Context: an optimization exercise on an open-source flow, tuned for small area and a short achievable clock period. The choices shown serve that exercise and are no tape-out recipe.
Only simulation tests tie the RTL to the original design; equivalence was not proved.
No activity file was given, so power comes from the tool's default toggle rates.

==> module sc_cpu, before the edit <==
module sc_cpu(
    input             clk,
    input             rst_n,
    output [31:0]     imem_addr,
    input  [31:0]     imem_rdata,
    output [31:0]     dmem_addr,
    output            dmem_re,
    output [3:0]      dmem_wstrb,
    output [31:0]     dmem_wdata,
    input  [31:0]     dmem_rdata
);
    reg        ce;           
    reg [31:0] pc;
    always @(posedge clk or negedge rst_n) begin
        if (~rst_n)
            ce <= 1'b0;
        else
            ce <= 1'b1;
    end
    wire [31:0] inst = imem_rdata;
    wire [4:0]  op   = inst[6:2];        
    wire [2:0]  f3   = inst[14:12];
    wire [4:0]  rd   = inst[11:7];
    wire [4:0]  rs1  = inst[19:15];
    wire [4:0]  rs2  = inst[24:20];
    wire c_hi     = op[4];
    wire c_branch = op[4] & ~op[0];
    wire c_jalr   = op[4] & op[0] & ~op[1];
    wire c_jal    = op[4] & op[1];
    wire c_mem    = ~op[4] & ~op[2];
    wire c_load   = c_mem & ~op[3];
    wire c_store  = c_mem & op[3];
    wire c_upper  = ~op[4] & op[2] & op[0];      
    wire c_lui    = c_upper & op[3];
    wire c_alu    = ~op[4] & op[2] & ~op[0];     
    wire c_rr     = op[3];                       
    wire reg_wr   = ce & ((~c_hi & ~c_store) | c_jal);
    wire [31:0] imm_i = {{20{inst[31]}}, inst[31:20]};
    wire [31:0] imm_s = {{20{inst[31]}}, inst[31:25], inst[11:7]};
    wire [31:0] imm_b = {{20{inst[31]}}, inst[7], inst[30:25], inst[11:8], 1'b0};
    wire [31:0] imm_u = {inst[31:12], 12'b0};
    wire [31:0] imm_j = {{12{inst[31]}}, inst[19:12], inst[20], inst[30:21], 1'b0};
    wire [31:0] wb;
    wire [31:0] rf_q [0:31];
    wire [32*31-1:0] rf_flat;           
    assign rf_q[0] = 32'b0;
    genvar g;
    generate
        for (g = 1; g < 32; g = g + 1) begin : rf
            reg [31:0] q;
            always @(posedge clk) begin
                if (reg_wr && rd == g)
                    q <= wb;
            end
            assign rf_q[g] = q;
            assign rf_flat[32*g-1 -: 32] = q;
        end
    endgenerate
    wire [31:0] sel_a = 32'b1 << rs1;
    wire [31:0] sel_b = 32'b1 << rs2;
    wire [31:0] rs1_v, rs2_v;
    rf_read rd_a (.sel(sel_a[31:1]), .q(rf_flat), .y(rs1_v));
    rf_read rd_b (.sel(sel_b[31:1]), .q(rf_flat), .y(rs2_v));
    integer i;
    wire [31:0] imm_ls = c_store ? imm_s : imm_i;
    wire [31:0] agu    = rs1_v + imm_ls;
    wire [31:0] alu_b   = c_rr ? rs2_v : imm_i;
    wire        do_sub  = (f3[1] & ~f3[2]) | (f3 == 3'b000 & c_rr & inst[30]);
    wire [32:0] sum     = {1'b0, rs1_v} + {1'b0, alu_b ^ {32{do_sub}}} + {32'b0, do_sub};
    wire        ltu     = ~sum[32];
    wire        lt      = (rs1_v[31] ^ alu_b[31]) ? rs1_v[31] : ltu;
    wire [32:0] bdiff   = {1'b0, rs1_v} - {1'b0, rs2_v};
    wire        b_ltu   = bdiff[32];
    wire        b_lt    = (rs1_v[31] ^ rs2_v[31]) ? rs1_v[31] : b_ltu;
    wire        eq      = (rs1_v == rs2_v);
    wire [4:0]  shamt   = c_rr ? rs2_v[4:0] : inst[24:20];
    wire        sh_left = ~f3[2];
    reg  [31:0] sh_in, sh_out;
    always @(*) begin
        for (i = 0; i < 32; i = i + 1)
            sh_in[i] = sh_left ? rs1_v[31 - i] : rs1_v[i];
    end
    wire        sh_fill = inst[30] & rs1_v[31] & ~sh_left;
    wire [31:0] sh_1    = shamt[0] ? {{1{sh_fill}},  sh_in[31:1]}  : sh_in;
    wire [31:0] sh_2    = shamt[1] ? {{2{sh_fill}},  sh_1[31:2]}   : sh_1;
    wire [31:0] sh_4    = shamt[2] ? {{4{sh_fill}},  sh_2[31:4]}   : sh_2;
    wire [31:0] sh_8    = shamt[3] ? {{8{sh_fill}},  sh_4[31:8]}   : sh_4;
    wire [31:0] sh_r    = shamt[4] ? {{16{sh_fill}}, sh_8[31:16]}  : sh_8;
    always @(*) begin
        for (i = 0; i < 32; i = i + 1)
            sh_out[i] = sh_r[31 - i];        
    end
    reg [31:0] alu_r;
    always @(*) begin
        case (f3)
            3'b000: alu_r = sum[31:0];
            3'b001: alu_r = sh_out;
            3'b010: alu_r = {31'b0, lt};
            3'b011: alu_r = {31'b0, ltu};
            3'b100: alu_r = rs1_v ^ alu_b;
            3'b101: alu_r = sh_r;
            3'b110: alu_r = rs1_v | alu_b;
            default: alu_r = rs1_v & alu_b;
        endcase
    end
    wire [31:0] pc4     = pc + 32'd4;
    wire [31:0] imm_pc  = c_hi ? (op[1] ? imm_j : imm_b) : imm_u;
    wire [31:0] pc_imm  = pc + imm_pc;
    reg taken;
    always @(*) begin
        case (f3)
            3'b000: taken = eq;
            3'b001: taken = ~eq;
            3'b100: taken = b_lt;
            3'b101: taken = ~b_lt;
            3'b110: taken = b_ltu;
            3'b111: taken = ~b_ltu;
            default: taken = 1'b0;
        endcase
    end
    wire [31:0] next_pc = ~ce      ? 32'b0 :
                          c_jalr   ? agu :
                          (c_jal | (c_branch & taken)) ? pc_imm : pc4;
    always @(posedge clk) begin
        pc <= next_pc;
    end
    wire [1:0]  la = agu[1:0];
    wire [7:0]  ld_byte = la == 2'd0 ? dmem_rdata[7:0] :
                          la == 2'd1 ? dmem_rdata[15:8] :
                          la == 2'd2 ? dmem_rdata[23:16] : dmem_rdata[31:24];
    wire [15:0] ld_half = (la == 2'd2) ? dmem_rdata[31:16] : dmem_rdata[15:0];
    wire        ld_sx   = ~f3[2];
    reg  [31:0] ld_v;
    always @(*) begin
        if (f3[1])
            ld_v = dmem_rdata;
        else if (f3[0])
            ld_v = {{16{ld_sx & ld_half[15]}}, ld_half};
        else
            ld_v = {{24{ld_sx & ld_byte[7]}}, ld_byte};
    end
    assign wb = c_load  ? ld_v :
                c_jal   ? pc4 :
                c_upper ? (c_lui ? imm_u : pc_imm) :
                alu_r;
    wire st_word = f3[1];
    wire st_half = f3[0] & ~f3[1];
    reg [3:0] wstrb;
    always @(*) begin
        if (st_word)
            wstrb = 4'b1111;
        else if (st_half)
            wstrb = (agu[1:0] == 2'b10) ? 4'b1100 : 4'b0011;
        else
            wstrb = 4'b0001 << agu[1:0];
    end
    assign imem_addr  = pc;
    assign dmem_addr  = agu;
    assign dmem_re    = ce & c_load;
    assign dmem_wstrb = (ce & c_store) ? wstrb : 4'b0000;
    assign dmem_wdata = {st_word ? rs2_v[31:24] : st_half ? rs2_v[15:8] : rs2_v[7:0],
                         st_word ? rs2_v[23:16] : rs2_v[7:0],
                         (st_word | st_half) ? rs2_v[15:8] : rs2_v[7:0],
                         rs2_v[7:0]};
endmodule
==> flow/config.mk <==
export PLATFORM = sky130hd
export DESIGN_NAME = sc_cpu
export DESIGN_NICKNAME = sc_cpu
export VERILOG_FILES = /design/flow/design.v
export SDC_FILE = /design/flow/constraint.sdc
export NUM_CORES = 4
export LEC_CHECK = 0
export CAP_MARGIN = 20
export CORE_MARGIN = 2
export CORE_UTILIZATION = 46
export SLEW_MARGIN = 20
export SYNTH_HIERARCHICAL = 1
export TNS_END_PERCENT = 0
==> flow/constraint.sdc <==
create_clock -name core_clock -period 18.0 [get_ports {clk}]
set_input_delay 3.6000 -clock core_clock [delete_from_list [all_inputs] [get_ports {clk}]]
set_output_delay 3.6000 -clock core_clock [all_outputs]
set_load 0.01 [all_outputs]
standard.sh (not shown) runs the stock make flow with config.mk's settings and CLKGATE_MAP_FILE= SYNTH_SCRIPT=/design/flow/synth_recipe.tcl, a recipe that flattens the netlist after the stock synthesis.
==> flow/flow/run.sh <==
#!/bin/bash
# Layout flow: the standard ORFS flow (standard.sh), with
#  * plain buffers on the ports,
#  * gate sizing not limited to cells of the same footprint,
#  * a clock tree of clkbuf_8 with larger sink clusters and no dummy loads.
set -euo pipefail
bash standard.sh \
  SETUP_SLACK_MARGIN=10 \
  MATCH_CELL_FOOTPRINT=0 \
  "BUFFER_PORTS_ARGS=-buffer_cell sky130_fd_sc_hd__buf_2" \
  "CTS_ARGS=-sink_clustering_enable -repair_clock_nets -buf_list sky130_fd_sc_hd__clkbuf_8 -sink_clustering_size 16 -sink_clustering_max_diameter 60 -dont_use_dummy_load" \
  finish > standard_flow.log 2>&1
Then changed:
--- a/flow/design.v
+++ b/flow/design.v
@@ -67,11 +67,8 @@
     wire [31:0] agu    = rs1_v + imm_ls;
     wire [31:0] alu_b   = c_rr ? rs2_v : imm_i;
-    wire        do_sub  = (f3[1] & ~f3[2]) | (f3 == 3'b000 & c_rr & inst[30]);
+    wire        do_sub  = c_branch | (f3[1] & ~f3[2]) | (f3 == 3'b000 & c_rr & inst[30]);
     wire [32:0] sum     = {1'b0, rs1_v} + {1'b0, alu_b ^ {32{do_sub}}} + {32'b0, do_sub};
     wire        ltu     = ~sum[32];
     wire        lt      = (rs1_v[31] ^ alu_b[31]) ? rs1_v[31] : ltu;
-    wire [32:0] bdiff   = {1'b0, rs1_v} - {1'b0, rs2_v};
-    wire        b_ltu   = bdiff[32];
-    wire        b_lt    = (rs1_v[31] ^ rs2_v[31]) ? rs1_v[31] : b_ltu;
     wire        eq      = (rs1_v == rs2_v);
     wire [4:0]  shamt   = c_rr ? rs2_v[4:0] : inst[24:20];
@@ -113,8 +110,8 @@
             3'b000: taken = eq;
             3'b001: taken = ~eq;
-            3'b100: taken = b_lt;
-            3'b101: taken = ~b_lt;
-            3'b110: taken = b_ltu;
-            3'b111: taken = ~b_ltu;
+            3'b100: taken = lt;
+            3'b101: taken = ~lt;
+            3'b110: taken = ltu;
+            3'b111: taken = ~ltu;
             default: taken = 1'b0;
         endcase
Result:
- sequential share of layout area is higher by 0.39 points
- synthesized area decreases by 0.36%
- final area drops by 0.78%
- routed wire length drops by 3.4%
- setup slack improves by 0.039 ns
- die area goes down by 0.36%
- global-route usage shrinks by 0.78 points
- power climbs by 2.0%
- combinational power goes up by about 6%
- clock skew decreases by 0.013 ns
- clock power stays flat
- clock-buffer cell count increases by 1
- sequential cell count does not change
- synthesized cell count decreases by 0.41%

[port drivers added, routing unchanged]
No port has a modelled driver above. Below, the same layouts with a new extraction and two added sets of constraints. Step 1: set_driving_cell puts a clkbuf_16 on clk and a buf_2 on each other input, an assumption about the parent block. Step 2, shift: input delay + t, output delay - t, t = (earliest + latest rising clock arrival at the registers) / 2. This alone moves slack from input paths to output paths. Three values: ideal, step 1, step 2; two values: the first two.
| run | t, ns | slack for setup (ns) | worst setup path at the end |
|---|---|---|---|
| the first run | 0.826 | 6.322 / 6.114 / 6.114 | input to output |
| the second run | 0.812 | 6.362 / 6.146 / 5.547 | input to register |
After both steps setup and hold are still met in every run listed. The setup slack of the second run, which loses most, moves by -0.216 ns with the drivers and by -0.815 ns with both steps.
